Source: an optimization exercise on an open RTL-to-GDS flow (aim: small area). Production flows keep margins and buffers that such runs may drop.
Only simulation tests tie the RTL to the original design; equivalence was not proved.
Power and IR drop assume default switching activity.

==> flow/design.v, too long to show whole: its modules and the start of the top module <==
// module reset_synchronization: 19 lines
// module upsampler: 31 lines
// module csa_fa: 10 lines
// module coeff_memory: 15 lines
// module fir_filter: 6632 lines
// module TopModule: 44 lines
module TopModule(
    input clk,
    input rst_n,
    input wire [3:0] sample_rate,
    input [3:0] data_in,
    input coeff_write,
    input [7:0] coeff_in,
    input [6:0] coeff_addr,
    input wire new_symbol,
    output wire [11:0] data_out,
    output reg data_out_valid
);
  // ...
==> flow/run.sh <==
#!/bin/bash
# synth_recipe.tcl (not shown) runs the flow's synth.tcl, then flattens the netlist and writes it again
# the make line also repeats each setting of config.mk as NAME=value (left out here)
make -C /OpenROAD-flow-scripts/flow DESIGN_CONFIG=/design/flow/config.mk WORK_HOME=/design/flow/orfs CLKGATE_MAP_FILE= SYNTH_SCRIPT=/design/flow/synth_recipe.tcl finish
==> flow/config.mk <==
export PLATFORM = sky130hd
export DESIGN_NAME = TopModule
export DESIGN_NICKNAME = TopModule
export VERILOG_FILES = /design/flow/design.v
export SDC_FILE = /design/flow/constraint.sdc
export NUM_CORES = 4
export LEC_CHECK = 0
export CAP_MARGIN = 20
export CORE_MARGIN = 2
export CORE_UTILIZATION = 65
export CTS_BUF_LIST = sky130_fd_sc_hd__clkbuf_8 sky130_fd_sc_hd__clkbuf_16
export CTS_CLUSTER_DIAMETER = 60
export CTS_CLUSTER_SIZE = 20
export SLEW_MARGIN = 20
export SYNTH_HIERARCHICAL = 1
==> flow/constraint.sdc <==
create_clock -name core_clock -period 6.0 [get_ports {clk}]
set_input_delay 1.2000 -clock core_clock [delete_from_list [all_inputs] [get_ports {clk}]]
set_output_delay 1.2000 -clock core_clock [all_outputs]
set_load 0.01 [all_outputs]
==> run_results.csv, run 1 <==
group,metric,value,unit
final_layout,multi_input_comb_area,53560,um^2
power,largestPowerGroup,"registers",
logic_synthesis,yosys.area_share.xor_xnor,1.537,%
global_route,antenna_found_initial,23,
logic_synthesis,ys_top_cells_by_area,"fa_1 (49%), edfxtp_1 (20%), dfxtp_1 (16%)",
power,p_clk,7810,uW
global_route,grt_pass1_vias,58200,
power,p_seq_share,53.9,%
drt,via_per_inst,6.887,
clocking,tritoncts,"built",
final_layout,seq_cells,1292,
floorplan,rows,133,
final_layout,nNetsFinal,8468,
drt,wirelength,359400,um
status,status,"complete, no violations",
placement,dpl.hpwl,303900,um
hold_path,min_path_type,"reg -> async",
global_route,grt_util_all_layers,54.88,%
timing,fin_tns_setup,0,ps
drt,ant_nets,0,
final_layout,fin_area,92730,um^2
global_route,overflow,0,
power,pwr-share-comb,2.2,%
final_layout,num_antenna_cells,20,
logic_synthesis,async_reset_ff_share,1.625,%
timing,final.period_utilization,95.20,%
==> inputs of run 2 (changes only) <==
--- a/flow/config.mk
+++ b/flow/config.mk
@@ -10,5 +10,5 @@
 export CORE_UTILIZATION = 65
-export CTS_BUF_LIST = sky130_fd_sc_hd__clkbuf_8 sky130_fd_sc_hd__clkbuf_16
-export CTS_CLUSTER_DIAMETER = 60
-export CTS_CLUSTER_SIZE = 20
+export CTS_BUF_LIST = sky130_fd_sc_hd__clkbuf_8
+export CTS_CLUSTER_DIAMETER = 50
+export CTS_CLUSTER_SIZE = 16
 export SLEW_MARGIN = 20
==> run 2 against run 1 <==
Worst hold slack gained 16 ps. Sequential power barely moved. Clock power down 16%. Synthesized cell count is the same. Via count down 0.46%. Cell count increased by 0.64%. Design area decreased by 0.85%. Combinational power is 1% lower. Critical path type unchanged. Critical path depth unchanged. Sequential share of layout area is 0.29 points higher. First-iteration DRC count increased by 1.0%. Area after synthesis stayed put.
==> run_results.csv, run 2 <==
group,metric,value,unit
worst_setup_path,cpLargestDelayFamily,"adder cells",
drt,drc,0,
logic_synthesis,syn_inst,6348,
timing,finalClockSkew,87.50,ps
floorplan,rows,133,
hold_path,min_path_type,"reg -> async",
drt,wl_per_cell,43.29,um
clocking,cts_buffer_depth,3,
placement,dpl.hpwl,303900,um
power,netSwitchingPower,4163,uW
global_route,overflow,0,
drt,via_per_inst,6.812,
power,internal-power,12350,uW
final_layout,nNetsFinal,8502,
placement,place_ws,475.1,ps
timing,drv_slew,0,
worst_setup_path,worstPathMaxFanout,4,
worst_setup_path,r2r_cells,14,
power,swShare,25.21,%
worst_setup_path,worstPathArrival,6480,ps
floorplan,ios,40,
global_route,use_met2,71.82,%
timing,worstMarginPinSlew,1244,ps
global_route,grt_use_met3,30.89,%
clocking,tritoncts,"built",
global_route,grt_pass1_vias,57990,
worst_setup_path,regToRegSetupSlack,280,ps
job,max_cap_viol_count,0,
worst_setup_path,critPathMaxStageDelay,720,ps
timing,fmax,0.1750,GHz
worst_setup_path,path_cells,"nand2_1 -> fa_1 -> fa_1 -> fa_1 -> fa_1 -> fa_1 -> fa_1 -> fa_1 -> xnor2_1 -> xnor2_1 -> xnor2_1 -> xnor2_1 -> xnor2_1 -> xnor2_1",
placement,place_inst,7942,
final_layout,layout_common_cells,"nand2_1 (2280), fa_1 (2126), dfxtp_1 (703)",
logic_synthesis,netlist_area,86480,um^2
clocking,cts.sinks,1292,
placement,portBuffers,39,
worst_setup_path,critPathMostFrequentCell,"fa_1",
logic_synthesis,yosys_warnings,11,
final_layout,drive_above_1_share,5.643,%
clocking,postCtsHoldBufs,0,
floorplan,fp.coreArea,131800,um^2
worst_setup_path,cp.depth,14,
drt,wirelength,355800,um
power,p_seq_share,57.9,%
worst_setup_path,worst-path-buf-inv,0,
clocking,h-tree-depth,4,
final_layout,layout.cells.most_common,"nand2_1",
logic_synthesis,ys_types,40,
power,leakage,0.01827,uW
final_layout,fill_cells,9111,
clocking,insertion_delay,950,ps
drt,vias,56000,
worst_setup_path,required,6770,ps
global_route,use_met1,66.80,%
logic_synthesis,synth.largest_area_cell,"fa_1",
global_route,grt_start_max_net_pins,40,
placement,place.gp.congestion,1.251,
logic_synthesis,synth-seq-cells,1292,
global_route,grt_pass1_wl,479200,um
status,status,"complete, no violations",
clocking,post_cts_buffers,0,
worst_setup_path,cp-end-kind,"flip-flop",
global_route,busiest_layer,"met2",
timing,fin_tns_setup,0,ps
clocking,clk_pin_slew_worst_paths,100,ps
clocking,numCtsBuffers,144,
clocking,cts-root-buf,"clkbuf_8",
power,pwr-share-comb,2.3,%
logic_synthesis,ys_top_cells_by_area,"fa_1 (49%), edfxtp_1 (20%), dfxtp_1 (16%)",
floorplan,initial_core_util,65.61,%
final_layout,fin_area,91930,um^2
worst_setup_path,reg2reg_to,"u_fir_filter.st0[100]$_DFF_P_",
worst_setup_path,start_kind,"flip-flop",
worst_setup_path,crit_type,"reg -> reg",
floorplan,dieWidth,368.7,um
floorplan,die_height,368.7,um
power,power.density,179.7,nW/um^2
logic_synthesis,yosysMostFrequentCell,"nand2_1",
final_layout,finalNonFillerCells,8220,
logic_synthesis,synth_common_cells,"nand2_1 (2280), fa_1 (2126), dfxtp_1 (703), edfxtp_1 (568), clkbuf_1 (297)",
timing,final.period_utilization,95.26,%
final_layout,largest-register,"u_fir_filter.u_coeff_memory.coeff_out",
floorplan,dieArea,136000,um^2
drt,ant_nets,0,
logic_synthesis,syn_area_per_cell,13.62,um^2
power,clkPwrFrac,39.8,%
timing,hold_viol,0,
worst_setup_path,r2r-start,"u_fir_filter.u_coeff_memory.coeff_out[3]$_DFFE_PP_",
logic_synthesis,synth_top_area_share,49.22,%
power,peakVddDrop,341.1,uV
timing,whs,301.9,ps
timing,rsz0062_at_grt,"no",
global_route,antenna_found_initial,19,
timing,setup_violations,0,
final_layout,area_delta_synth_final,6.311,%
global_route,grt_util_all_layers,54.47,%
worst_setup_path,critPathSlowestCell,"fa_1",
clocking,post_cts_resized,0,
drt,dr.pass1.iters,7,
logic_synthesis,ys_seq_area_share,36.61,%
timing,setup_slack,284.4,ps
drt,drt-initial-drc-count,10220,
logic_synthesis,syn_nets,8517,
logic_synthesis,synth_edf_count,568,
timing,slew_headroom,16.45,%
placement,dpl_cell_area,88720,um^2
timing,period_needed,5716,ps
final_layout,reg_top3,"u_fir_filter.u_coeff_memory.coeff_out: 568 flops, u_fir_filter.dl: 564 flops, u_fir_filter.st0: 102 flops",
final_layout,largest_reg_flops,568,
logic_synthesis,ys.flop_type,"dfxtp_1",
logic_synthesis,async_reset_ff_share,1.625,%
run 2: cell counts after synthesis:
No cell type changed its count.
run 2: how the worst max path moves through the flow:
stage               slack, ps                             to                                          startpoint
finish                    280  u_fir_filter.st0[100]$_DFF_P_  u_fir_filter.u_coeff_memory.coeff_out[3]$_DFFE_PP_
global route              270   u_fir_filter.st0[30]$_DFF_P_                        u_fir_filter.dl[523]$_DFF_P_
CTS                       460  u_fir_filter.st0[100]$_DFF_P_  u_fir_filter.u_coeff_memory.coeff_out[3]$_DFFE_PP_
detailed placement        480  u_fir_filter.st0[100]$_DFF_P_  u_fir_filter.u_coeff_memory.coeff_out[3]$_DFFE_PP_
global placement          330  u_fir_filter.st0[100]$_DFF_P_  u_fir_filter.u_coeff_memory.coeff_out[3]$_DFFE_PP_
floorplan                1210  u_fir_filter.st0[100]$_DFF_P_                        u_fir_filter.dl[492]$_DFF_P_
run 2: routing by layer:
metal,part of all wire (%),up-vias
li1,-,19580
met1,31,28760
met2,40,6220
met3,19,1416
met4,10,18
met5,0.080,-
run 2: metrics by stage:
step	util [%]	total power, uW
finish	69.75	16520
global route	69.73	16910
CTS	69.73	16540
detailed placement	67.32	10150
global placement	67.32	10110
floorplan	-	9898
run 2: power groups by stage:
| stage | registers (uW) | clock network (uW) | logic (uW) |
|---|---|---|---|
| global placement | 9750 | 0 | 352 |
| finish | 9570 | 6570 | 380 |
| floorplan | 9710 | 0 | 184 |
| global route | 9600 | 6900 | 406 |
| CTS | 9570 | 6590 | 375 |
| detailed placement | 9770 | 0 | 375 |
run 2: area by class of cell:
cell class	instances	area, um^2	area share (%)
multi-input cells	4710	53560	58.26
flip-flops and latches	1292	31660	34.43
well taps	1755	2196	2.389
clock buffers	152	2092	2.276
repair buffers	140	1141	1.241
clock inverters	112	1084	1.179
inverters	45	168.9	0.1837
diodes	14	35.03	0.03811
run 2: kinds of logic after synthesis:
| kind of cell | count (synthesis) | share of synthesized area, % |
|---|---|---|
| compound gates | 23 | 0.2054 |
| flops | 1292 | 36.61 |
| mux | 1 | 0.01158 |
| simple gates | 2393 | 10.67 |
| xor+xnor | 150 | 1.537 |
| buf+inv | 346 | 1.515 |
| other cells | 1 | 0.004336 |
| fa+ha+maj | 2142 | 49.45 |
run 2: worst reg2reg max path: stages (launching register included):
cell and delay [ps]:
edfxtp_1 590, nand2_1 240, fa_1 500, fa_1 510
fa_1 550, fa_1 720, fa_1 530, fa_1 470
fa_1 420, xnor2_1 250, xnor2_1 130, xnor2_1 150
xnor2_1 220, xnor2_1 160, xnor2_1 110
run 2: modules after synthesis (local to each module, per instance):
module	cells	flip-flops and latches	area, um^2	copies in the design
fir_filter	3450	699	25140	1
coeff_memory	678	568	17670	1
upsampler	55	13	636.9	1
TopModule	36	9	406.6	1
reset_synchronization	4	3	78.83	1
csa_fa	1	0	20.02	2125
==> inputs of run 3 (changes only) <==
--- a/flow/config.mk
+++ b/flow/config.mk
@@ -9,6 +9,3 @@
 export CORE_MARGIN = 2
-export CORE_UTILIZATION = 65
-export CTS_BUF_LIST = sky130_fd_sc_hd__clkbuf_8
-export CTS_CLUSTER_DIAMETER = 50
-export CTS_CLUSTER_SIZE = 16
+export CORE_UTILIZATION = 40
 export SLEW_MARGIN = 20
==> run 3 against run 2 <==
Still clean. Cell count up 15%. Non-clock buffer count grew 116. Area after synthesis is the same. Maximum frequency fell by 1.4%. Critical path depth is the same. Design area increased by 4.8%.
==> run_results.csv, run 3 <==
group,metric,value,unit
status,status,"complete, no violations",
global_route,grt_pass1_vias,57020,
floorplan,fp.coreArea,214800,um^2
logic_synthesis,yosysMostFrequentCell,"nand2_1",
clocking,cts-root-buf,"clkbuf_16",
final_layout,layout.cells.most_common,"nand2_1",
final_layout,finalNonFillerCells,9449,
power,power.density,204.6,nW/um^2
global_route,grt_pass1_wl,542100,um
floorplan,rows,170,
clocking,insertion_delay,900,ps
floorplan,dieWidth,469.0,um
clocking,cts_buffer_depth,3,
drt,via_per_inst,5.700,
timing,fin_tns_setup,0,ps
drt,drt-met1-wl,159500,um
worst_setup_path,worstPathArrival,6540,ps
clocking,cts.sinks,1292,
timing,period_needed,5799,ps
logic_synthesis,netlist_area,86480,um^2
power,peakVddDrop,301.8,uV
worst_setup_path,r2r-start,"u_fir_filter.dl[288]$_DFF_P_",
placement,dpl.hpwl,359900,um
worst_setup_path,crit_type,"reg -> reg",
global_route,grt_util_all_layers,38.55,%
logic_synthesis,synth_top_area_share,49.22,%
worst_setup_path,cp-end-kind,"flip-flop",
placement,place.gp.congestion,1.125,
drt,ant_nets,0,
clocking,postCtsHoldBufs,0,
drt,dr.pass1.iters,9,
drt,wl_met3,47270,um
floorplan,die_height,469.0,um
drt,highest_layer,"met5",
timing,fmax,0.1724,GHz
timing,rsz0062_at_grt,"no",
timing,setup_violations,0,
timing,slew_headroom,6.353,%
clocking,tritoncts,"built",
hold_path,min_path_type,"reg -> async",
logic_synthesis,ys.flop_type,"dfxtp_1",
drt,drc,0,
drt,wl_per_cell,43.79,um
floorplan,ios,40,
logic_synthesis,ys_types,40,
final_layout,fin_area,96380,um^2
final_layout,layout_common_cells,"nand2_1 (2279), fa_1 (2126), dfxtp_1 (703)",
clocking,post_cts_buffers,0,
logic_synthesis,synth_common_cells,"nand2_1 (2280), fa_1 (2126), dfxtp_1 (703), edfxtp_1 (568), clkbuf_1 (297)",
placement,place_inst,9141,
placement,portBuffers,39,
timing,worstMarginPinSlew,1395,ps
placement,dpl_cell_area,91030,um^2
drt,wl_met2,177500,um
logic_synthesis,ys_seq_area_share,36.61,%
logic_synthesis,synth.largest_area_cell,"fa_1",
logic_synthesis,synth_edf_count,568,
logic_synthesis,syn_area_per_cell,13.62,um^2
clocking,h-tree-depth,4,
timing,drv_slew,0,
drt,drt-initial-drc-count,7667,
power,leakage,0.01973,uW
timing,whs,278.3,ps
logic_synthesis,syn_inst,6348,
logic_synthesis,ys_top_cells_by_area,"fa_1 (49%), edfxtp_1 (20%), dfxtp_1 (16%)",
worst_setup_path,worstPathMaxFanout,9,
clocking,numCtsBuffers,151,
clocking,post_cts_resized,0,
global_route,overflow,0,
timing,final.period_utilization,96.65,%
logic_synthesis,yosys_warnings,11,
floorplan,initial_core_util,40.25,%
worst_setup_path,start_kind,"flip-flop",
final_layout,largest-register,"u_fir_filter.u_coeff_memory.coeff_out",
worst_setup_path,required,6740,ps
floorplan,dieArea,219900,um^2
worst_setup_path,crit_start,"u_fir_filter.dl[288]$_DFF_P_",
job,max_cap_viol_count,0,
final_layout,area_delta_synth_final,11.46,%
logic_synthesis,synth-seq-cells,1292,
drt,wirelength,413800,um
final_layout,largest_reg_flops,568,
logic_synthesis,async_reset_ff_share,1.625,%
timing,finalClockSkew,88.46,ps
final_layout,drive_above_1_share,7.455,%
clocking,clk_pin_slew_worst_paths,60,ps
final_layout,nNetsFinal,8625,
drt,vias,53860,
timing,hold_viol,0,
logic_synthesis,syn_nets,8517,
final_layout,fill_cells,19460,
global_route,antenna_found_initial,34,
final_layout,reg_top3,"u_fir_filter.u_coeff_memory.coeff_out: 568 flops, u_fir_filter.dl: 564 flops, u_fir_filter.st0: 102 flops",
global_route,grt_start_max_net_pins,52,
-- run 3: final timing paths --
check / end / slack [ps] / cells past startpoint
setup / recovery: u_fir_filter.st0[100]$_DFF_P_ / 200 / 14
hold / removal: u_upsampler.sample_count[0]$_DFFE_PN0P_ / 280 / 0
setup reg to reg: u_fir_filter.st0[100]$_DFF_P_ / 200 / 14
hold reg to reg: u_upsampler.sample_count[0]$_DFFE_PN0P_ / 280 / 0
max in group asynchronous: u_upsampler.output_data[2]$_DFFE_PN0P_ / 5250 / 0
min in group core_clock: u_fir_filter.dl[152]$_DFF_P_ / 310 / 0
-- run 3: per-module statistics from Yosys, one instance, submodules excluded --
module	copies in the design	area (um^2)
TopModule	1	406.6
coeff_memory	1	17670
csa_fa	2125	20.02
upsampler	1	636.9
reset_synchronization	1	78.83
fir_filter	1	25140
-- run 3: cells by family (layout without fill, tap and decap cells) --
| group | Yosys count | count (layout) | share of synthesized area, % |
|---|---|---|---|
| AO/OA/AOI/OAI | 23 | 23 | 0.2054 |
| XOR/XNOR | 150 | 150 | 1.537 |
| flip-flops | 1292 | 1292 | 36.61 |
| other | 1 | 26 | 0.004336 |
| adder cells (fa/ha/maj) | 2142 | 2142 | 49.45 |
| multiplexers | 1 | 1 | 0.01158 |
| AND/OR/NAND/NOR | 2393 | 2393 | 10.67 |
| buffers and inverters | 346 | 584 | 1.515 |
-- run 3: cell type report --
| cell class | count | area, um^2 | share of cell area, % |
|---|---|---|---|
| Antenna cell | 25 | 62.56 | 0.06491 |
| Clock buffer | 198 | 4159 | 4.315 |
| Clock inverter | 85 | 1127 | 1.170 |
| Inverter | 45 | 168.9 | 0.1752 |
| Multi-Input combinational cell | 4710 | 53590 | 55.60 |
| Sequential cell | 1292 | 31660 | 32.84 |
| Tap cell | 2838 | 3551 | 3.684 |
| Timing Repair Buffer | 256 | 2067 | 2.145 |
-- run 3: worst max-delay path, cell delays in order, from the launching register on --
cell and delay [ps]:
dfxtp_1 820, nand2_1 150, fa_1 530, fa_1 440
fa_1 640, fa_1 580, fa_1 430, fa_1 440
fa_1 420, xnor2_1 300, xnor2_1 140, xnor2_1 190
xnor2_1 270, xnor2_1 120, xnor2_1 200
-- run 3: where the power goes --
group | internal, uW | leakage [uW] | switching (uW)
registers | 9440 | 0.0110 | 133
clock network | 5520 | 0.00254 | 4240
logic | 121 | 0.00616 | 271
total | 15100 | 0.0197 | 4640
-- run 3: routing by layer --
metal	track usage, %	vias up
met5	0.1948	-
met4	21.71	30
met3	13.27	769
met2	55.41	3718
met1	51.06	29490
li1	-	19860
-- run 3: through the flow --
step	util [%]	power [uW]	setup slack, ps
floorplan	-	9898	1208
global placement	42.37	10150	201.7
detailed placement	42.37	10160	266.1
CTS	44.84	19880	187.6
global route	44.84	20270	106.6
finish	44.87	19720	201.0
==> inputs of run 4 (changes only) <==
--- a/flow/config.mk
+++ b/flow/config.mk
@@ -9,3 +9,6 @@
 export CORE_MARGIN = 2
-export CORE_UTILIZATION = 40
+export CORE_UTILIZATION = 60
+export CTS_BUF_LIST = sky130_fd_sc_hd__clkbuf_16
+export CTS_CLUSTER_DIAMETER = 70
+export CTS_CLUSTER_SIZE = 30
 export SLEW_MARGIN = 20
==> run 4 against run 3 <==
Sequential share of layout area is 1.4 points higher. Non-clock buffer count is 120 lower. Design area is 4.0% lower.
==> run_results.csv, run 4 <==
group,metric,value,unit
worst_setup_path,critPathSlowestCell,"fa_1",
worst_setup_path,r2r_cells,14,
logic_synthesis,synth.largest_area_cell,"fa_1",
logic_synthesis,synth_common_cells,"nand2_1 (2280), fa_1 (2126), dfxtp_1 (703), edfxtp_1 (568), clkbuf_1 (297)",
timing,whs,291.2,ps
worst_setup_path,required,6670,ps
clocking,cts-root-buf,"clkbuf_16",
final_layout,largest-register,"u_fir_filter.u_coeff_memory.coeff_out",
clocking,h-tree-depth,3,
global_route,grt_pass1_wl,496400,um
worst_setup_path,crit_type,"reg -> reg",
clocking,insertion_delay,780,ps
logic_synthesis,synth_top_area_share,49.22,%
final_layout,fill_cells,10520,
worst_setup_path,reg2reg_to,"u_fir_filter.st0[100]$_DFF_P_",
logic_synthesis,netlist_area,86480,um^2
final_layout,layout_common_cells,"nand2_1 (2280), fa_1 (2126), dfxtp_1 (703)",
timing,final.period_utilization,94.80,%
logic_synthesis,syn_inst,6348,
drt,wirelength,371400,um
placement,dpl_cell_area,88880,um^2
logic_synthesis,syn_nets,8517,
worst_setup_path,start_kind,"flip-flop",
final_layout,largest_reg_flops,568,
worst_setup_path,path_cells,"nand2_1 -> fa_1 -> fa_1 -> fa_1 -> fa_1 -> fa_1 -> fa_1 -> fa_1 -> xnor2_1 -> xnor2_1 -> xnor2_1 -> xnor2_1 -> xnor2_1 -> xnor2_1",
power,leakage,0.01829,uW
final_layout,layout.cells.most_common,"nand2_1",
logic_synthesis,ys.flop_type,"dfxtp_1",
placement,dpl.hpwl,318500,um
global_route,grt_start_max_net_pins,40,
timing,period_needed,5688,ps
final_layout,fin_util,64.58,%
timing,finalClockSkew,46.73,ps
worst_setup_path,r2r-start,"u_fir_filter.dl[290]$_DFF_P_",
floorplan,ios,40,
placement,place.gp.congestion,1.189,
floorplan,rows,139,
clocking,postCtsHoldBufs,0,
drt,dr.pass1.iters,6,
floorplan,initial_core_util,60.34,%
logic_synthesis,synth_edf_count,568,
logic_synthesis,ys_seq_area_share,36.61,%
hold_path,min_path_type,"reg -> async",
logic_synthesis,ys_top_cells_by_area,"fa_1 (49%), edfxtp_1 (20%), dfxtp_1 (16%)",
clocking,clk_pin_slew_worst_paths,100,ps
worst_setup_path,critPathMaxStageDelay,680,ps
global_route,overflow,0,
global_route,antenna_found_initial,14,
drt,wl_per_cell,44.86,um
logic_synthesis,ys_types,40,
floorplan,fp.coreArea,143300,um^2
timing,hold_viol,0,
clocking,cts.sinks,1292,
worst_setup_path,critPathMostFrequentCell,"fa_1",
timing,rsz0062_at_grt,"no",
clocking,cts_buffer_depth,3,
timing,worstMarginPinSlew,1287,ps
drt,via_per_inst,6.659,
drt,drt-initial-drc-count,9321,
worst_setup_path,crit_start,"u_fir_filter.dl[290]$_DFF_P_",
worst_setup_path,regToRegSetupSlack,310,ps
timing,setup_violations,0,
floorplan,die_height,383.6,um
final_layout,fin_area,92550,um^2
timing,fmax,0.1758,GHz
drt,ant_nets,0,
floorplan,dieArea,147200,um^2
power,peakVddDrop,545.7,uV
global_route,grt_util_all_layers,52.28,%
placement,place_inst,8086,
worst_setup_path,cp-end-kind,"flip-flop",
power,power.density,187.5,nW/um^2
final_layout,finalNonFillerCells,8279,
logic_synthesis,yosysMostFrequentCell,"nand2_1",
clocking,tritoncts,"built",
logic_synthesis,yosys_warnings,11,
final_layout,area_delta_synth_final,7.022,%
final_layout,nNetsFinal,8447,
final_layout,reg_top3,"u_fir_filter.u_coeff_memory.coeff_out: 568 flops, u_fir_filter.dl: 564 flops, u_fir_filter.st0: 102 flops",
final_layout,drive_above_1_share,4.626,%
status,status,"complete, no violations",
drt,vias,55130,
timing,drv_slew,0,
timing,fin_tns_setup,0,ps
worst_setup_path,crit_end,"u_fir_filter.st0[100]$_DFF_P_",
job,max_cap_viol_count,0,
logic_synthesis,syn_area_per_cell,13.62,um^2
drt,drc,0,
worst_setup_path,worstPathArrival,6360,ps
clocking,post_cts_buffers,0,
logic_synthesis,async_reset_ff_share,1.625,%
floorplan,dieWidth,383.6,um
placement,portBuffers,39,
clocking,post_cts_resized,0,
clocking,numCtsBuffers,93,
timing,slew_headroom,13.59,%
worst_setup_path,worstPathMaxFanout,9,
global_route,grt_pass1_vias,56800,
logic_synthesis,synth-seq-cells,1292,
run 4: cell counts after synthesis:
No cell type changed its count.
run 4: power breakdown:
part           total (uW)  internal (uW)  switching (uW)
logic                 382            120             262
clock network        7390           3310            4080
registers            9580           9430             151
total               17400          12900            4490
run 4: cell type report:
type / count / area [um^2] / share of cell area (%)
clock inverters: 80 / 1296 / 1.401
clock buffers: 93 / 2327 / 2.515
well taps: 1903 / 2381 / 2.573
multi-input cells: 4710 / 53570 / 57.88
inverters: 45 / 168.9 / 0.1825
repair buffers: 136 / 1099 / 1.187
diodes: 20 / 50.05 / 0.05408
flip-flops and latches: 1292 / 31660 / 34.20
run 4: cell families (layout without fill, tap and decap cells):
group | count (synthesis) | count (layout) | synth area share (%)
flops | 1292 | 1292 | 36.61
fa+ha+maj | 2142 | 2142 | 49.45
other cells | 1 | 21 | 0.004336
buf+inv | 346 | 354 | 1.515
simple gates | 2393 | 2393 | 10.67
xor+xnor | 150 | 150 | 1.537
mux | 1 | 1 | 0.01158
compound gates | 23 | 23 | 0.2054
run 4: worst max-delay path: cells and delay by family, from the launching register on:
kind | cells | cell delay [ps]
DFF | 1 | 650
adders and majority gates | 7 | 3670
xor gates and xnor gates | 6 | 1100
and+or+nand+nor | 1 | 160
run 4: worst min path at each step:
stage | slack [ps] | endpoint
3_5_place_dp | 300 | data_out_valid$_DFF_PN0_
6_report | 290 | counter[5]$_DFFE_PN0P_
5_1_grt | 330 | u_fir_filter.dl[41]$_DFF_P_
3_3_place_gp | 300 | counter[5]$_DFFE_PN0P_
2_1_floorplan | 230 | counter[0]$_DFFE_PN0P_
4_1_cts | 310 | counter[5]$_DFFE_PN0P_
run 4: routing by layer:
layer / wire length (um) / part of all wire (%) / track usage (%)
met5: 94 / 0.025 / 0.2599
met4: 37480 / 10 / 39.11
met3: 61640 / 17 / 24.33
met2: 147700 / 40 / 68.92
met1: 124500 / 34 / 67.53
run 4: Yosys stat by module (local to each module, per instance):
| module | flip-flops and latches | times used | cells |
|---|---|---|---|
| reset_synchronization | 3 | 1 | 4 |
| TopModule | 9 | 1 | 36 |
| csa_fa | 0 | 2125 | 1 |
| upsampler | 13 | 1 | 55 |
| coeff_memory | 568 | 1 | 678 |
| fir_filter | 699 | 1 | 3450 |
run 4: per-stage QoR:
| stage | total power, uW | setup WS [ps] |
|---|---|---|
| global route | 17730 | 335.3 |
| floorplan | 9898 | 1208 |
| CTS | 17380 | 513.6 |
| finish | 17350 | 312.2 |
| detailed placement | 10150 | 530.5 |
| global placement | 10110 | 447.5 |
==> inputs of run 5 (changes only) <==
--- a/flow/config.mk
+++ b/flow/config.mk
@@ -11,4 +11,4 @@
 export CTS_BUF_LIST = sky130_fd_sc_hd__clkbuf_16
-export CTS_CLUSTER_DIAMETER = 70
-export CTS_CLUSTER_SIZE = 30
+export CTS_CLUSTER_DIAMETER = 80
+export CTS_CLUSTER_SIZE = 26
 export SLEW_MARGIN = 20
==> run 5 against run 4 <==
Via count barely moved. Maximum frequency increased by 0.89%. Sequential share of layout area rose by 0.21 points. Worst hold slack lost 7.8 ps. Flip-flop and latch count unchanged. Routed wire length decreased by 0.37%. Combinational power is essentially flat. Clock power down 11%. Global-route usage shrank 0.14 points. Core utilization is 0.39 points lower. Still clean on timing, DRC and antenna. Sequential power about the same.
==> run_results.csv, run 5 <==
group,metric,value,unit
status,status,"complete, no violations",
logic_synthesis,yosys_warnings,11,
floorplan,dieArea,147200,um^2
global_route,grt_pass1_wl,494900,um
drt,drt-initial-drc-count,9293,
logic_synthesis,syn_inst,6348,
worst_setup_path,critPathMostFrequentCell,"fa_1",
global_route,overflow,0,
worst_setup_path,worstPathMaxFanout,9,
clocking,postCtsHoldBufs,0,
final_layout,largest_reg_flops,568,
job,max_cap_viol_count,0,
floorplan,fp.coreArea,143300,um^2
global_route,grt_util_all_layers,52.14,%
clocking,cts_buffer_depth,3,
floorplan,ios,40,
clocking,post_cts_resized,0,
logic_synthesis,ys.flop_type,"dfxtp_1",
logic_synthesis,synth_top_area_share,49.22,%
final_layout,layout_common_cells,"nand2_1 (2280), fa_1 (2126), dfxtp_1 (703)",
power,power.density,180.0,nW/um^2
drt,vias,55110,
timing,slew_headroom,16.84,%
final_layout,reg_top3,"u_fir_filter.u_coeff_memory.coeff_out: 568 flops, u_fir_filter.dl: 564 flops, u_fir_filter.st0: 102 flops",
clocking,post_cts_buffers,0,
timing,rsz0062_at_grt,"no",
worst_setup_path,path_cells,"buf_4 -> nand2_1 -> buf_4 -> fa_1 -> fa_1 -> fa_1 -> fa_1 -> fa_1 -> fa_1 -> fa_1 -> xnor2_1 -> xnor2_1 -> xnor2_1 -> xnor2_1",
global_route,grt_use_met3,24.52,%
clocking,tritoncts,"built",
timing,finalClockSkew,59.16,ps
worst_setup_path,worst-path-buf-inv,2,
clocking,numCtsBuffers,82,
final_layout,fin_util,64.20,%
final_layout,largest-register,"u_fir_filter.u_coeff_memory.coeff_out",
worst_setup_path,crit_type,"reg -> reg",
power,finalPower,16560,uW
timing,fin_tns_setup,0,ps
timing,hold_viol,0,
logic_synthesis,ys_types,40,
clocking,h-tree-depth,3,
logic_synthesis,synth-seq-cells,1292,
worst_setup_path,cp-end-kind,"flip-flop",
final_layout,drive_above_1_share,4.121,%
logic_synthesis,ys_seq_area_share,36.61,%
timing,worstMarginPinSlew,1247,ps
timing,setup_violations,0,
timing,whs,283.4,ps
clocking,clk_pin_slew_worst_paths,100,ps
drt,wirelength,370100,um
logic_synthesis,yosysMostFrequentCell,"nand2_1",
floorplan,initial_core_util,60.34,%
logic_synthesis,synth.largest_area_cell,"fa_1",
drt,ant_nets,0,
worst_setup_path,critPathSlowestCell,"fa_1",
placement,dpl.hpwl,318500,um
power,peakVddDrop,403.6,uV
floorplan,rows,139,
global_route,grt_start_max_net_pins,40,
hold_path,min_path_type,"reg -> async",
global_route,antenna_found_initial,19,
floorplan,dieWidth,383.6,um
logic_synthesis,ys_top_cells_by_area,"fa_1 (49%), edfxtp_1 (20%), dfxtp_1 (16%)",
final_layout,regArea,31660,um^2
global_route,grt_pass1_vias,56670,
timing,final.period_utilization,93.96,%
placement,place.gp.congestion,1.189,
global_route,use_met2,68.52,%
clocking,cts-root-buf,"clkbuf_16",
logic_synthesis,async_reset_ff_share,1.625,%
logic_synthesis,syn_area_per_cell,13.62,um^2
clocking,insertion_delay,790,ps
timing,period_needed,5637,ps
logic_synthesis,netlist_area,86480,um^2
final_layout,fill_cells,10650,
final_layout,nNetsFinal,8436,
floorplan,die_height,383.6,um
logic_synthesis,synth_edf_count,568,
timing,drv_slew,0,
final_layout,finalNonFillerCells,8258,
placement,portBuffers,39,
drt,via_per_inst,6.674,
drt,wl_per_cell,44.81,um
clocking,cts.sinks,1292,
worst_setup_path,cpLargestDelayFamily,"adder cells",
final_layout,layout.cells.most_common,"nand2_1",
global_route,busiest_layer,"met2",
global_route,use_met1,67.56,%
placement,place_inst,8086,
worst_setup_path,critPathMaxStageDelay,730,ps
timing,fmax,0.1774,GHz
worst_setup_path,required,6690,ps
final_layout,multi_input_comb_area,53580,um^2
drt,dr.pass1.iters,7,
logic_synthesis,synth_common_cells,"nand2_1 (2280), fa_1 (2126), dfxtp_1 (703), edfxtp_1 (568), clkbuf_1 (297)",
power,leakage,0.01806,uW
logic_synthesis,syn_nets,8517,
drt,drc,0,
worst_setup_path,worstPathArrival,6330,ps
worst_setup_path,start_kind,"flip-flop",
final_layout,area_delta_synth_final,6.384,%
-- run 5: changes by cell type in the layout (fill, tap and decap cells not counted), sizes merged --
| cell | change |
|---|---|
| clkbuf | -11 |
| clkinv | -7 |
| inv | -6 |
| clkinvlp | +2 |
| diode | +1 |
-- run 5: where the power goes --
group	total [uW]	internal [uW]	switching, uW
clock	6600	2870	3730
combinational	381	119	262
sequential	9580	9430	146
-- run 5: routing by layer --
layer  vias to the layer above  part of all wire [%]
li1                      19380                     -
met1                     28960                    34
met2                      5483                    40
met3                      1268                    17
met4                        16                    10
met5                         -                 0.047
-- run 5: final timing paths --
check                                              from                      endpoint  slack, ps  cells after the start
max in group asynchronous                         rst_n      rst.rst_n_sync$_DFF_PN0_       5260                      1
hold reg to reg                rst.rst_n_sync$_DFF_PN0_        counter[4]$_DFFE_PN0P_        280                      0
setup reg to reg           u_fir_filter.dl[283]$_DFF_P_  u_fir_filter.st0[29]$_DFF_P_        360                     14
min in group core_clock    u_fir_filter.dl[267]$_DFF_P_  u_fir_filter.dl[271]$_DFF_P_        310                      0
setup / recovery           u_fir_filter.dl[283]$_DFF_P_  u_fir_filter.st0[29]$_DFF_P_        360                     14
hold / removal                 rst.rst_n_sync$_DFF_PN0_        counter[4]$_DFFE_PN0P_        280                      0
-- run 5: cell type report --
cell class	instances	share of cell area [%]
clock inverters	69	1.098
flip-flops and latches	1292	34.41
inverters	45	0.1836
repair buffers	136	1.194
clock buffers	82	2.230
diodes	21	0.05712
well taps	1903	2.588
multi-input cells	4710	58.24
-- run 5: per-stage QoR --
step	instance area, um^2	setup WS [ps]
2_1_floorplan	86480	1208
3_3_place_gp	88880	447.5
3_5_place_dp	88880	530.5
4_1_cts	91940	534.4
5_1_grt	91970	357.2
6_report	92000	362.5
-- run 5: modules after synthesis (local to each module, per instance) --
| module | cells inside | cell area [um^2] | flops+latches | times used |
|---|---|---|---|---|
| csa_fa | 1 | 20.02 | 0 | 2125 |
| reset_synchronization | 4 | 78.83 | 3 | 1 |
| TopModule | 36 | 406.6 | 9 | 1 |
| coeff_memory | 678 | 17670 | 568 | 1 |
| fir_filter | 3450 | 25140 | 699 | 1 |
| upsampler | 55 | 636.9 | 13 | 1 |
-- run 5: logic make-up after synthesis --
kind of cell    Yosys count  synth area share [%]
simple gates           2393                 10.67
fa+ha+maj              2142                 49.45
flops                  1292                 36.61
other cells               1              0.004336
buf+inv                 346                 1.515
compound gates           23                0.2054
xor+xnor                150                 1.537
mux                       1               0.01158
-- run 5: worst reg2reg max path, stage by stage, from the launching register on --
cell	delay (ps)
dfxtp_1	330
buf_4	430
nand2_1	220
buf_4	190
fa_1	490
fa_1	610
fa_1	730
fa_1	550
fa_1	440
fa_1	480
fa_1	440
xnor2_1	200
xnor2_1	160
xnor2_1	150
xnor2_1	130
==> inputs of run 6 (changes only) <==
--- a/flow/config.mk
+++ b/flow/config.mk
@@ -9,3 +9,3 @@
 export CORE_MARGIN = 2
-export CORE_UTILIZATION = 60
+export CORE_UTILIZATION = 70
 export CTS_BUF_LIST = sky130_fd_sc_hd__clkbuf_16
==> run 6 against run 5 <==
Maximum frequency increased by 0.86%. Via count rose by 4.0%. Flip-flop and latch count unchanged. Total power shrank 2.8%. Sequential power barely moved. Combinational power grew 16%. Register-to-register slack better by 50 ps. Setup slack gained 48 ps. Count of clock-buffer cells in the layout decreased by 7. First-iteration DRC count rose by 23%. Critical endpoint is now u_fir_filter.st0[100]$_DFF_P_. Largest power group unchanged.
==> run_results.csv, run 6 <==
group,metric,value,unit
status,status,"complete, no violations",
placement,place_ws,556.8,ps
drt,wl_per_cell,45.67,um
drt,drt-initial-drc-count,11430,
logic_synthesis,yosysMostFrequentCell,"nand2_1",
worst_setup_path,crit_type,"reg -> reg",
logic_synthesis,synth_edf_count,568,
drt,vias,57340,
logic_synthesis,async_reset_ff_share,1.625,%
drt,ant_nets,0,
floorplan,ios,40,
final_layout,layout.cells.most_common,"nand2_1",
worst_setup_path,cp-end-kind,"flip-flop",
logic_synthesis,synth_common_cells,"nand2_1 (2280), fa_1 (2126), dfxtp_1 (703), edfxtp_1 (568), clkbuf_1 (297)",
drt,via_per_inst,7.212,
floorplan,dieArea,126400,um^2
placement,dpl_cell_area,88450,um^2
timing,setup_slack,410.5,ps
placement,dpl.hpwl,304900,um
logic_synthesis,syn_inst,6348,
global_route,grt_util_all_layers,59.65,%
drt,dr.pass1.iters,9,
timing,drv_slew,0,
final_layout,nNetsFinal,8417,
timing,setup_violations,0,
clocking,post_cts_resized,0,
clocking,cts.sinks,1292,
final_layout,fin_area,91180,um^2
clocking,numCtsBuffers,75,
logic_synthesis,synth_top_area_share,49.22,%
clocking,insertion_delay,780,ps
global_route,overflow,0,
floorplan,fp.coreArea,122200,um^2
floorplan,die_height,355.5,um
worst_setup_path,crit_start,"u_fir_filter.dl[398]$_DFF_P_",
clocking,cts-root-buf,"clkbuf_16",
final_layout,reg_top3,"u_fir_filter.u_coeff_memory.coeff_out: 568 flops, u_fir_filter.dl: 564 flops, u_fir_filter.st0: 102 flops",
timing,worstMarginPinSlew,1257,ps
worst_setup_path,start_kind,"flip-flop",
final_layout,drive_above_1_share,3.646,%
clocking,postCtsHoldBufs,0,
timing,hold_viol,0,
worst_setup_path,regToRegSetupSlack,410,ps
timing,rsz0062_at_grt,"no",
placement,place.gp.congestion,1.262,
timing,fin_tns_setup,0,ps
power,leakage,0.01783,uW
timing,slew_headroom,16.20,%
timing,whs,325.1,ps
placement,portBuffers,39,
timing,finalClockSkew,61.95,ps
timing,final.period_utilization,93.16,%
logic_synthesis,ys_top_cells_by_area,"fa_1 (49%), edfxtp_1 (20%), dfxtp_1 (16%)",
final_layout,largest-register,"u_fir_filter.u_coeff_memory.coeff_out",
power,power.density,176.6,nW/um^2
logic_synthesis,ys.flop_type,"dfxtp_1",
global_route,grt_pass1_vias,59370,
drt,drc,0,
floorplan,initial_core_util,70.77,%
logic_synthesis,ys_types,40,
global_route,grt_pass1_wl,487600,um
clocking,clk_pin_slew_worst_paths,110,ps
logic_synthesis,yosys_warnings,11,
hold_path,min_path_type,"reg -> async",
worst_setup_path,critPathSlowestCell,"fa_1",
worst_setup_path,critPathMaxStageDelay,680,ps
final_layout,area_delta_synth_final,5.437,%
worst_setup_path,path_cells,"buf_4 -> nand2_1 -> fa_1 -> fa_1 -> fa_1 -> fa_1 -> fa_1 -> fa_1 -> fa_1 -> xnor2_1 -> xnor2_1 -> xnor2_1 -> xnor2_1 -> xnor2_1 -> xnor2_1",
logic_synthesis,syn_area_per_cell,13.62,um^2
timing,period_needed,5589,ps
logic_synthesis,netlist_area,86480,um^2
final_layout,layout_common_cells,"nand2_1 (2280), fa_1 (2126), dfxtp_1 (703)",
power,peakVddDrop,395.6,uV
worst_setup_path,worst-path-buf-inv,1,
clocking,cts_buffer_depth,3,
drt,wirelength,363100,um
final_layout,largest_reg_flops,568,
logic_synthesis,syn_nets,8517,
timing,fmax,0.1789,GHz
clocking,h-tree-depth,3,
job,max_cap_viol_count,0,
floorplan,rows,128,
logic_synthesis,ys_seq_area_share,36.61,%
global_route,grt_start_max_net_pins,40,
logic_synthesis,synth.largest_area_cell,"fa_1",
clocking,post_cts_buffers,0,
logic_synthesis,synth-seq-cells,1292,
clocking,tritoncts,"built",
worst_setup_path,r2r-start,"u_fir_filter.dl[398]$_DFF_P_",
worst_setup_path,worstPathArrival,6220,ps
worst_setup_path,required,6630,ps
worst_setup_path,worstPathMaxFanout,8,
global_route,antenna_found_initial,17,
worst_setup_path,cpLargestDelayFamily,"adder cells",
worst_setup_path,critPathMostFrequentCell,"fa_1",
floorplan,dieWidth,355.5,um
[run 6: changes by cell type in the layout (fill, tap and decap cells not counted), moves of 4 or more]
cell,before,now
buf_4,105,83
clkbuf_16,82,75
buf_12,0,4
diode_2,21,17
inv_1,64,70
inv_16,12,7
buf_2,0,6
[run 6: worst reg2reg max path, cell delays in order (launching register included)]
cell,delay (ps)
dfxtp_1,390
buf_4,180
nand2_1,120
fa_1,540
fa_1,550
fa_1,690
fa_1,540
fa_1,480
fa_1,490
fa_1,400
xnor2_1,230
xnor2_1,130
xnor2_1,160
xnor2_1,270
xnor2_1,170
xnor2_1,90
[run 6: per-stage QoR]
| stage | std cells | total power (uW) | util (%) |
|---|---|---|---|
| after floorplan | 6348 | 9898 | - |
| after global placement | 7793 | 10100 | 72.35 |
| after detailed placement | 7795 | 10200 | 72.38 |
| after CTS | 7933 | 16020 | 74.56 |
| after global routing | 7940 | 16370 | 74.59 |
| final | 7951 | 16100 | 74.62 |
[run 6: Yosys stat by module, one instance, submodules excluded]
module / flops+latches / cells
coeff_memory: 568 / 678
TopModule: 9 / 36
fir_filter: 699 / 3450
upsampler: 13 / 55
reset_synchronization: 3 / 4
csa_fa: 0 / 1
[run 6: area by class of cell]
type	count	area, um^2
repair buffers	124	1044
flip-flops and latches	1292	31660
clock inverters	63	787.0
inverters	45	168.9
clock buffers	75	1877
fillers	7371	31020
diodes	17	42.54
well taps	1625	2033
multi-input cells	4710	53570
[run 6: path summary, 6_finish.rpt]
kind | to | cells past startpoint
worst max-delay path | u_fir_filter.st0[100]$_DFF_P_ | 15
worst min-delay path | counter[3]$_DFFE_PN0P_ | 0
worst max register to register | u_fir_filter.st0[100]$_DFF_P_ | 15
worst min register to register | counter[3]$_DFFE_PN0P_ | 0
max in group asynchronous | counter[1]$_DFFE_PN0P_ | 0
min in group core_clock | u_fir_filter.dl[109]$_DFF_P_ | 0
[run 6: kinds of logic after synthesis]
group	synth area share, %
buf+inv	1.515
simple gates	10.67
xor+xnor	1.537
flops	36.61
compound gates	0.2054
other cells	0.004336
fa+ha+maj	49.45
mux	0.01158
[run 6: where the power goes]
part	total, uW	internal [uW]	switching, uW	leakage, uW
logic	443	125	317	0.00545
registers	9610	9430	181	0.0110
clock network	6040	2530	3520	0.00135
total	16100	12100	4020	0.0178
[run 6: layer usage]
metal	routed length [um]	global-route usage, %
met4	40750	45.99
met3	73190	36.51
met5	818	6.528
met1	107000	70.82
met2	141300	77.67
==> inputs of run 7 (changes only) <==
--- a/flow/config.mk
+++ b/flow/config.mk
@@ -13,2 +13,3 @@
 export CTS_CLUSTER_SIZE = 26
+export PLACE_DENSITY = 0.75
 export SLEW_MARGIN = 20
==> run 7 against run 6 <==
Still clean. Register-to-register slack worse by 290 ps. Clock power is 1% lower. Clock skew is 20 ps lower. Sequential share of layout area is 0.099 points higher. Non-clock buffer count is 19 lower. Design area is 0.29% lower. Setup slack worse by 290 ps. Combinational power hardly changed. Sequential power hardly changed. First-iteration DRC count is 2.2% higher. Worst hold slack worse by 11 ps. Largest cell class unchanged. Highest routed layer unchanged.
==> run_results.csv, run 7 <==
group,metric,value,unit
global_route,grt_pass1_vias,59950,
power,pwr-share-comb,2.8,%
logic_synthesis,ys.flop_type,"dfxtp_1",
logic_synthesis,async_reset_ff_share,1.625,%
timing,fmax,0.1700,GHz
logic_synthesis,syn_area_per_cell,13.62,um^2
global_route,grt_start_max_net_pins,41,
clocking,post_cts_resized,0,
worst_setup_path,required,6680,ps
floorplan,dieArea,126400,um^2
status,status,"complete, no violations",
logic_synthesis,ys_seq_area_share,36.61,%
power,peakVddDrop,408.5,uV
logic_synthesis,yosys_warnings,11,
drt,wl_per_cell,46.40,um
drt,vias,57920,
logic_synthesis,synth_edf_count,568,
worst_setup_path,worstPathArrival,6560,ps
power,clkPwrFrac,37.3,%
logic_synthesis,ys_top_cells_by_area,"fa_1 (49%), edfxtp_1 (20%), dfxtp_1 (16%)",
clocking,cts_buffer_depth,3,
logic_synthesis,yosysMostFrequentCell,"nand2_1",
placement,portBuffers,39,
clocking,postCtsHoldBufs,0,
logic_synthesis,synth-seq-cells,1292,
global_route,overflow,0,
power,power.density,176.5,nW/um^2
timing,slew_headroom,14.16,%
logic_synthesis,syn_inst,6348,
hold_path,min_path_type,"reg -> reg",
clocking,numCtsBuffers,74,
placement,dpl_cell_area,88320,um^2
clocking,cts.sinks,1292,
timing,setup_violations,0,
timing,rsz0062_at_grt,"no",
logic_synthesis,netlist_area,86480,um^2
drt,via_per_inst,7.303,
power,p_seq_share,60.0,%
floorplan,die_height,355.5,um
clocking,cts-root-buf,"clkbuf_16",
final_layout,fin_area,90920,um^2
timing,drv_slew,0,
worst_setup_path,worstPathMaxFanout,6,
logic_synthesis,synth_top_area_share,49.22,%
drt,wirelength,368000,um
placement,dpl.hpwl,306300,um
final_layout,fill_cells,7426,
global_route,grt_util_all_layers,60.67,%
drt,drt-initial-drc-count,11680,
power,leakage,0.01768,uW
job,max_cap_viol_count,0,
clocking,clk_pin_slew_worst_paths,100,ps
clocking,insertion_delay,760,ps
timing,hold_viol,0,
timing,worstMarginPinSlew,1278,ps
logic_synthesis,synth_common_cells,"nand2_1 (2280), fa_1 (2126), dfxtp_1 (703), edfxtp_1 (568), clkbuf_1 (297)",
logic_synthesis,synth.largest_area_cell,"fa_1",
timing,whs,314.1,ps
power,swShare,24.72,%
final_layout,layout.cells.most_common,"nand2_1",
clocking,tritoncts,"built",
final_layout,reg_top3,"u_fir_filter.u_coeff_memory.coeff_out: 568 flops, u_fir_filter.dl: 564 flops, u_fir_filter.st0: 102 flops",
power,internal-power,12080,uW
final_layout,nNetsFinal,8397,
clocking,post_cts_buffers,0,
worst_setup_path,critPathMostFrequentCell,"fa_1",
worst_setup_path,crit_type,"reg -> reg",
final_layout,largest-register,"u_fir_filter.u_coeff_memory.coeff_out",
timing,finalClockSkew,42.15,ps
logic_synthesis,syn_nets,8517,
global_route,antenna_found_initial,15,
drt,ant_nets,0,
logic_synthesis,ys_types,40,
power,netSwitchingPower,3965,uW
timing,final.period_utilization,98.03,%
timing,period_needed,5882,ps
drt,dr.pass1.iters,9,
final_layout,area_delta_synth_final,5.136,%
final_layout,drive_above_1_share,3.340,%
worst_setup_path,path_cells,"buf_4 -> nand2_1 -> fa_1 -> fa_1 -> fa_1 -> fa_1 -> fa_1 -> fa_1 -> fa_1 -> xnor2_1 -> xnor2_1 -> xnor2_1 -> xnor2_1",
clocking,h-tree-depth,3,
worst_setup_path,critPathSlowestCell,"dfxtp_1",
final_layout,largest_reg_flops,568,
floorplan,fp.coreArea,122200,um^2
final_layout,finalNonFillerCells,7931,
placement,place.gp.congestion,1.246,
worst_setup_path,start_kind,"flip-flop",
floorplan,dieWidth,355.5,um
final_layout,layout_common_cells,"nand2_1 (2280), fa_1 (2126), dfxtp_1 (703)",
floorplan,rows,128,
worst_setup_path,critPathMaxStageDelay,1060,ps
timing,fin_tns_setup,0,ps
placement,place_inst,7777,
global_route,grt_pass1_wl,496700,um
worst_setup_path,cp-end-kind,"flip-flop",
floorplan,ios,40,
floorplan,initial_core_util,70.77,%
drt,drc,0,
-- run 7: cell types whose count changed in the layout (fill, tap and decap cells not counted), moves of 2 or more --
| cell | change |
|---|---|
| buf_4 | -18 |
| inv_8 | -2 |
| clkinv_16 | -7 |
| clkinv_8 | +3 |
| clkinv_2 | +3 |
-- run 7: metrics by stage --
stage / utilization [%] / worst slack, ps / total power [uW]
floorplan: - / 1208 / 9898
global placement: 72.27 / 421.4 / 10100
detailed placement: 72.28 / 384.9 / 10200
CTS: 74.36 / 368.8 / 15950
global route: 74.37 / 156.9 / 16280
finish: 74.40 / 118.5 / 16040
-- run 7: cell type report --
| class | count | area [um^2] | area share, % |
|---|---|---|---|
| diodes | 18 | 45.04 | 0.04954 |
| repair buffers | 105 | 888.4 | 0.9771 |
| clock buffers | 75 | 1877 | 2.064 |
| flip-flops and latches | 1292 | 31660 | 34.82 |
| well taps | 1625 | 2033 | 2.236 |
| multi-input cells | 4710 | 53580 | 58.93 |
| inverters | 45 | 168.9 | 0.1858 |
| clock inverters | 61 | 671.9 | 0.7390 |
-- run 7: worst paths after layout --
check,from,to,slack [ps],cells after the start
hold / removal,u_fir_filter.dl[73]$_DFF_P_,u_fir_filter.dl[77]$_DFF_P_,310,0
min in group asynchronous,rst.rst_n_sync$_DFF_PN0_,counter[4]$_DFFE_PN0P_,320,0
setup / recovery,u_fir_filter.dl[280]$_DFF_P_,u_fir_filter.st0[29]$_DFF_P_,120,13
hold reg to reg,u_fir_filter.dl[73]$_DFF_P_,u_fir_filter.dl[77]$_DFF_P_,310,0
max in group asynchronous,rst_n,rst.upsample_data_in$_DFF_PN0_,5170,1
setup reg to reg,u_fir_filter.dl[280]$_DFF_P_,u_fir_filter.st0[29]$_DFF_P_,120,13
-- run 7: power by group through the flow --
stage          registers (uW)  logic, uW  clock network (uW)
2_1_floorplan            9710        184                   0
3_3_place_gp             9760        345                   0
3_5_place_dp             9800        407                   0
4_1_cts                  9610        419                5920
5_1_grt                  9630        445                6200
6_report                 9620        442                5980
-- run 7: routing by layer --
metal,part of all wire [%],global-route usage (%),routed length [um]
met1,29,71.46,107000
met4,11,47.97,42310
met5,0.17,3.698,643
met2,39,78.51,142600
met3,20,38.24,75420
-- run 7: modules after synthesis (local to each module, per instance) --
module,times used,cells inside
TopModule,1,36
coeff_memory,1,678
csa_fa,2125,1
fir_filter,1,3450
reset_synchronization,1,4
upsampler,1,55
-- run 7: logic make-up after synthesis --
| group | count (synthesis) | synth area share, % |
|---|---|---|
| simple gates | 2393 | 10.67 |
| fa+ha+maj | 2142 | 49.45 |
| xor+xnor | 150 | 1.537 |
| buf+inv | 346 | 1.515 |
| flops | 1292 | 36.61 |
| mux | 1 | 0.01158 |
| other cells | 1 | 0.004336 |
| compound gates | 23 | 0.2054 |
-- run 7: worst max-delay path: cells and delay by family (launching register included) --
family,cells,cell delay [ps]
xor gates and xnor gates,4,710
buffers and inverters,1,270
and+or+nand+nor,1,180
adders and majority gates,7,3610
DFF,1,1060
==> inputs of run 8 (changes only) <==
--- a/flow/config.mk
+++ b/flow/config.mk
@@ -7,5 +7,5 @@
 export LEC_CHECK = 0
-export CAP_MARGIN = 20
+export CAP_MARGIN = 10
 export CORE_MARGIN = 2
-export CORE_UTILIZATION = 70
+export CORE_UTILIZATION = 60
 export CTS_BUF_LIST = sky130_fd_sc_hd__clkbuf_16
@@ -13,4 +13,4 @@
 export CTS_CLUSTER_SIZE = 26
-export PLACE_DENSITY = 0.75
-export SLEW_MARGIN = 20
+export GPL_TIMING_DRIVEN = 0
+export SLEW_MARGIN = 10
 export SYNTH_HIERARCHICAL = 1
==> run 8 against run 7 <==
The layout now fails its checks (negative setup slack). Setup slack worse by 230 ps. Global-route usage decreased by 11 points. Routed wire length shrank 3.7%. Register-to-register slack lost 230 ps.
==> run_results.csv, run 8 <==
group,metric,value,unit
floorplan,die_height,383.6,um
placement,dpl_cell_area,89640,um^2
worst_setup_path,r2r_cells,15,
global_route,grt_start_max_net_pins,42,
global_route,antenna_found_initial,21,
floorplan,dieArea,147200,um^2
worst_setup_path,critPathMaxStageDelay,680,ps
drt,ant_nets,0,
logic_synthesis,netlist_area,86480,um^2
logic_synthesis,async_reset_ff_share,1.625,%
power,swShare,25.06,%
power,power.density,180.1,nW/um^2
global_route,overflow,0,
global_route,grt_pass1_wl,477700,um
logic_synthesis,syn_area_per_cell,13.62,um^2
worst_setup_path,cp-end-kind,"flip-flop",
worst_setup_path,critPathMostFrequentCell,"fa_1",
power,internal-power,12530,uW
job,max_cap_viol_count,0,
power,clkPwrFrac,40.5,%
logic_synthesis,yosysMostFrequentCell,"nand2_1",
floorplan,initial_core_util,60.34,%
timing,hold_viol,0,
placement,portBuffers,38,
placement,place.gp.congestion,1.183,
status,so_faults,"negative setup slack",
clocking,cts-root-buf,"clkbuf_16",
logic_synthesis,synth-seq-cells,1292,
worst_setup_path,path_cells,"clkbuf_4 -> nand2_1 -> fa_1 -> fa_1 -> fa_1 -> fa_1 -> fa_1 -> fa_1 -> fa_1 -> xnor2_1 -> xnor2_1 -> xnor2_1 -> xnor2_1 -> xnor2_1 -> xnor2_1",
final_layout,fin_area,92850,um^2
worst_setup_path,worstPathArrival,6710,ps
clocking,cts.sinks,1292,
timing,final.period_utilization,101.8,%
power,netSwitchingPower,4191,uW
worst_setup_path,regToRegSetupSlack,-110,ps
placement,place_inst,8312,
worst_setup_path,start_kind,"flip-flop",
timing,period_needed,6107,ps
timing,setup_slack,-106.6,ps
placement,dpl.hpwl,308300,um
hold_path,min_path_type,"reg -> async",
clocking,h-tree-depth,3,
logic_synthesis,synth.largest_area_cell,"fa_1",
drt,vias,54450,
logic_synthesis,synth_edf_count,568,
power,peakVddDrop,365.7,uV
timing,finalClockSkew,76.33,ps
final_layout,largest_reg_flops,568,
power,pwr-share-comb,2.3,%
logic_synthesis,synth_common_cells,"nand2_1 (2280), fa_1 (2126), dfxtp_1 (703), edfxtp_1 (568), clkbuf_1 (297)",
worst_setup_path,critPathSlowestCell,"fa_1",
logic_synthesis,ys_types,40,
worst_setup_path,required,6600,ps
final_layout,layout.cells.most_common,"nand2_1",
timing,drv_slew,0,
timing,worstMarginPinSlew,1267,ps
logic_synthesis,yosys_warnings,11,
global_route,grt_pass1_vias,57610,
power,p_seq_share,57.2,%
logic_synthesis,ys_top_cells_by_area,"fa_1 (49%), edfxtp_1 (20%), dfxtp_1 (16%)",
final_layout,layout_common_cells,"nand2_1 (2280), fa_1 (2126), dfxtp_1 (702)",
timing,slew_headroom,15.04,%
floorplan,ios,40,
clocking,tritoncts,"built",
logic_synthesis,ys_seq_area_share,36.61,%
floorplan,fp.coreArea,143300,um^2
final_layout,nNetsFinal,8665,
drt,dr.pass1.iters,8,
timing,rsz0062_at_grt,"yes",
drt,drt-initial-drc-count,8202,
timing,fmax,0.1638,GHz
clocking,cts_buffer_depth,3,
drt,wl_per_cell,41.79,um
logic_synthesis,syn_inst,6348,
drt,drc,0,
worst_setup_path,crit_type,"reg -> reg",
final_layout,fill_cells,10660,
worst_setup_path,worstPathMaxFanout,8,
floorplan,dieWidth,383.6,um
timing,fin_tns_setup,-106.6,ps
final_layout,largest-register,"u_fir_filter.u_coeff_memory.coeff_out",
final_layout,area_delta_synth_final,7.369,%
clocking,numCtsBuffers,85,
drt,wirelength,354300,um
clocking,clk_pin_slew_worst_paths,100,ps
final_layout,reg_top3,"u_fir_filter.u_coeff_memory.coeff_out: 568 flops, u_fir_filter.dl: 564 flops, u_fir_filter.st0: 102 flops",
status,status,"complete, but fails checks",
drt,via_per_inst,6.422,
logic_synthesis,syn_nets,8517,
timing,setup_violations,1,
clocking,postCtsHoldBufs,0,
logic_synthesis,ys.flop_type,"dfxtp_1",
placement,place_ws,-292.5,ps
clocking,insertion_delay,790,ps
global_route,grt_util_all_layers,50.04,%
logic_synthesis,synth_top_area_share,49.22,%
final_layout,drive_above_1_share,3.473,%
floorplan,rows,139,
final_layout,finalNonFillerCells,8479,
power,leakage,0.01823,uW
-- run 8: layer usage --
layer / up-vias / track usage (%) / share of wire (%)
met5: - / 0 / 0.037
met4: 20 / 34.28 / 9.3
met3: 1039 / 22.52 / 16
met2: 4518 / 68.42 / 41
met1: 29000 / 64.25 / 34
li1: 19870 / - / -
-- run 8: power groups by stage --
stage          registers, uW  logic (uW)  clock network [uW]
4_1_cts                 9570         382                6810
3_3_place_gp            9770         339                   0
5_1_grt                 9590         411                7090
3_5_place_dp            9760         375                   0
6_report                9560         388                6770
2_1_floorplan           9710         184                   0
-- run 8: repair_timing --
item | in CTS | in global routing
buffers inserted | 0 | 0
resized for setup | 18 | 15
endpoints found under the setup margin | 1 | 2
-- run 8: critical path: cells and delay by family, from the launching register on --
| family | cells | cell delay (ps) |
|---|---|---|
| and+or+nand+nor | 1 | 110 |
| xor gates and xnor gates | 6 | 1170 |
| adders and majority gates | 7 | 3680 |
| buffers and inverters | 1 | 360 |
| DFF | 1 | 590 |
-- run 8: metrics by stage --
step / power [uW] / hold slack, ps / util [%]
2_1_floorplan: 9898 / 226.6 / -
3_3_place_gp: 10110 / 304.8 / 62.27
3_5_place_dp: 10130 / 312.1 / 62.55
4_1_cts: 16750 / 316.3 / 64.76
5_1_grt: 17090 / 318.1 / 64.78
6_report: 16720 / 283.2 / 64.79
-- run 8: final timing paths --
kind,start,endpoint
worst max-delay path,u_fir_filter.dl[294]$_DFF_P_,u_fir_filter.st0[100]$_DFF_P_
worst min-delay path,rst.rst_n_sync$_DFF_PN0_,counter[5]$_DFFE_PN0P_
worst max register to register,u_fir_filter.dl[294]$_DFF_P_,u_fir_filter.st0[100]$_DFF_P_
worst min register to register,rst.rst_n_sync$_DFF_PN0_,counter[5]$_DFFE_PN0P_
max in group asynchronous,rst_n,rst.rst_n_sync$_DFF_PN0_
min in group core_clock,u_fir_filter.dl[5]$_DFF_P_,u_fir_filter.dl[9]$_DFF_P_
-- run 8: per-module statistics from Yosys, one instance, submodules excluded --
| module | area, um^2 | flops+latches | times used | cells inside |
|---|---|---|---|---|
| TopModule | 406.6 | 9 | 1 | 36 |
| coeff_memory | 17670 | 568 | 1 | 678 |
| csa_fa | 20.02 | 0 | 2125 | 1 |
| fir_filter | 25140 | 699 | 1 | 3450 |
| reset_synchronization | 78.83 | 3 | 1 | 4 |
| upsampler | 636.9 | 13 | 1 | 55 |
-- run 8: layout make-up --
class	instances	area (um^2)	area share, %
Inverter	45	168.9	0.1819
Sequential cell	1292	31660	34.09
Multi-Input combinational cell	4710	53570	57.69
Clock inverter	68	938.4	1.011
Antenna cell	11	27.53	0.02965
Buffer	301	1192	1.284
Clock buffer	88	2202	2.372
Timing Repair Buffer	61	714.4	0.7695
Tap cell	1903	2381	2.564
-- run 8: cell families (layout without fill, tap and decap cells) --
| logic type | Yosys count | count (layout) | synth area share [%] |
|---|---|---|---|
| other | 1 | 12 | 0.004336 |
| XOR/XNOR | 150 | 150 | 1.537 |
| multiplexers | 1 | 1 | 0.01158 |
| adder cells (fa/ha/maj) | 2142 | 2142 | 49.45 |
| AO/OA/AOI/OAI | 23 | 23 | 0.2054 |
| AND/OR/NAND/NOR | 2393 | 2393 | 10.67 |
| flip-flops | 1292 | 1292 | 36.61 |
| buffers and inverters | 346 | 563 | 1.515 |
==> inputs of run 9 (changes only) <==
==> flow/config.mk (replaced) <==
export PLATFORM = sky130hd
export DESIGN_NAME = TopModule
export DESIGN_NICKNAME = TopModule
export VERILOG_FILES = /design/flow/design.v
export SDC_FILE = /design/flow/constraint.sdc
export NUM_CORES = 4
export LEC_CHECK = 0
export CAP_MARGIN = 20
export CORE_MARGIN = 2
export CORE_UTILIZATION = 70
export CTS_BUF_LIST = sky130_fd_sc_hd__clkbuf_16
export CTS_CLUSTER_DIAMETER = 90
export CTS_CLUSTER_SIZE = 30
export PLACE_DENSITY = 0.8
export SLEW_MARGIN = 20
export SYNTH_HIERARCHICAL = 1
==> run 9 against run 8 <==
Now clean on timing, DRC and antenna. Design area is 2.7% lower. Worst hold slack better by 31 ps. Routed wire length is 1.2% higher. Flip-flop and latch count stayed put. First-iteration DRC count is 35% higher. Non-clock buffer count is 268 lower. Via count is 5.2% higher. Core utilization is 9.2 points higher. Sequential power is 0.6% higher. Maximum frequency is 7.3% higher. Synthesized cell count stayed put. Largest cell class unchanged. Highest routed layer unchanged.
==> run_results.csv, run 9 <==
group,metric,value,unit
logic_synthesis,syn_nets,8517,
final_layout,layout_common_cells,"nand2_1 (2280), fa_1 (2126), dfxtp_1 (702)",
timing,period_needed,5691,ps
global_route,grt_util_all_layers,58.95,%
worst_setup_path,worstPathArrival,6320,ps
floorplan,rows,128,
drt,via_per_inst,7.251,
floorplan,dieArea,126400,um^2
power,pwr-share-comb,2.8,%
placement,dpl.hpwl,299800,um
hold_path,min_path_type,"reg -> reg",
power,clkPwrFrac,34.6,%
global_route,grt_pass1_vias,58550,
clocking,h-tree-depth,2,
logic_synthesis,synth_common_cells,"nand2_1 (2280), fa_1 (2126), dfxtp_1 (703), edfxtp_1 (568), clkbuf_1 (297)",
drt,dr.pass1.iters,10,
final_layout,largest-register,"u_fir_filter.u_coeff_memory.coeff_out",
global_route,antenna_found_initial,19,
drt,drc,0,
power,peakVddDrop,412.9,uV
logic_synthesis,yosys_warnings,11,
floorplan,ios,40,
clocking,post_cts_resized,0,
logic_synthesis,synth-seq-cells,1292,
status,status,"complete, no violations",
timing,worstMarginPinSlew,1304,ps
final_layout,fill_cells,7518,
clocking,post_cts_buffers,0,
timing,fin_tns_setup,0,ps
clocking,clk_pin_slew_worst_paths,120,ps
drt,drt-initial-drc-count,11110,
clocking,insertion_delay,800,ps
timing,final.period_utilization,94.84,%
timing,setup_violations,0,
worst_setup_path,cp-end-kind,"flip-flop",
logic_synthesis,syn_inst,6348,
clocking,cts.sinks,1292,
clocking,numCtsBuffers,59,
final_layout,nNetsFinal,8371,
placement,place_ws,310.5,ps
floorplan,fp.coreArea,122200,um^2
worst_setup_path,required,6630,ps
timing,setup_slack,309.3,ps
worst_setup_path,start_kind,"flip-flop",
power,netSwitchingPower,3714,uW
power,finalPower,15360,uW
drt,wirelength,358600,um
timing,slew_headroom,12.43,%
timing,finalClockSkew,78.52,ps
==> run 9: changes by cell type in the layout (fill, tap and decap cells not counted), moves of 6 or more <==
cell       delta
inv_1         +8
clkbuf_1    -271
clkbuf_16    -27
clkbuf_2     -21
buf_4        +41
buf_8         -6
inv_12        -6
diode_2      +13
buf_12        -6
inv_6         -7
==> run 9: critical path: stages (launching register included) <==
cell	delay, ps
dfxtp_1	600
nand2_1	140
fa_1	480
fa_1	590
fa_1	880
fa_1	760
fa_1	560
fa_1	460
fa_1	570
fa_1	470
==> run 9: logic make-up (layout without fill, tap and decap cells) <==
group                      after synthesis  in the layout  share of synthesized area (%)
and+or+nand+nor                       2393           2393                          10.67
adders and majority gates             2142           2142                          49.45
DFF                                   1292           1292                          36.61
buffers and inverters                  346            248                          1.515
xor gates and xnor gates               150            150                          1.537
AOI/OAI and AO/OA                       23             23                         0.2054
other                                    1             25                       0.004336
muxes                                    1              1                        0.01158
==> run 9: worst paths after layout <==
path                                              startpoint                                endpoint  slack (ps)  depth (start not counted)
worst max-delay path            u_fir_filter.dl[511]$_DFF_P_            u_fir_filter.st0[25]$_DFF_P_         310                          9
worst min-delay path             u_fir_filter.dl[45]$_DFF_P_             u_fir_filter.dl[49]$_DFF_P_         310                          0
worst max register to register  u_fir_filter.dl[511]$_DFF_P_            u_fir_filter.st0[25]$_DFF_P_         310                          9
worst min register to register   u_fir_filter.dl[45]$_DFF_P_             u_fir_filter.dl[49]$_DFF_P_         310                          0
max in group asynchronous           rst.rst_n_sync$_DFF_PN0_  u_upsampler.output_data[2]$_DFFE_PN0P_        5180                          0
min in group asynchronous           rst.rst_n_sync$_DFF_PN0_                  counter[5]$_DFFE_PN0P_         320                          0
==> run 9: cell type report <==
type | count | area (um^2) | area share, %
Antenna cell | 24 | 60.06 | 0.06645
Clock buffer | 61 | 1526 | 1.689
Clock inverter | 48 | 580.6 | 0.6423
Inverter | 45 | 168.9 | 0.1869
Tap cell | 1625 | 2033 | 2.250
Multi-Input combinational cell | 4710 | 53590 | 59.30
Sequential cell | 1292 | 31660 | 35.02
Timing Repair Buffer | 94 | 763.2 | 0.8444
==> run 9: metal layers <==
layer  part of all wire, %  wire length (um)  GRT usage [%]
met1                    30            106800          71.19
met3                    20             72170          35.52
met5                  0.16               557          3.434
met4                    11             40770          46.16
met2                    39            138400          76.00
==> run 9: power by group through the flow <==
stage	combinational [uW]	sequential [uW]	clock (uW)
2_1_floorplan	184	9710	0
6_report	426	9620	5320
4_1_cts	411	9610	5270
3_3_place_gp	348	9760	0
5_1_grt	438	9630	5520
3_5_place_dp	399	9800	0
==> run 9: Yosys stat by module (local to each module, per instance) <==
| module | times used | cell area [um^2] | cells inside | flops+latches |
|---|---|---|---|---|
| reset_synchronization | 1 | 78.83 | 4 | 3 |
| TopModule | 1 | 406.6 | 36 | 9 |
| csa_fa | 2125 | 20.02 | 1 | 0 |
| fir_filter | 1 | 25140 | 3450 | 699 |
| coeff_memory | 1 | 17670 | 678 | 568 |
| upsampler | 1 | 636.9 | 55 | 13 |
==> run 9: stage by stage <==
| stage | instances | cell area, um^2 |
|---|---|---|
| floorplan | 6348 | 86480 |
| global placement | 7766 | 88200 |
| detailed placement | 7766 | 88200 |
| CTS | 7875 | 90310 |
| global route | 7882 | 90340 |
| finish | 7899 | 90380 |

Setup slack of run 9, layout unchanged: 0.309 ns with ideal ports, 0.309 ns with driving cells assumed (clock clkbuf_16, inputs buf_2), 0.309 ns with port delays also shifted by the 0.844 ns mid clock arrival.
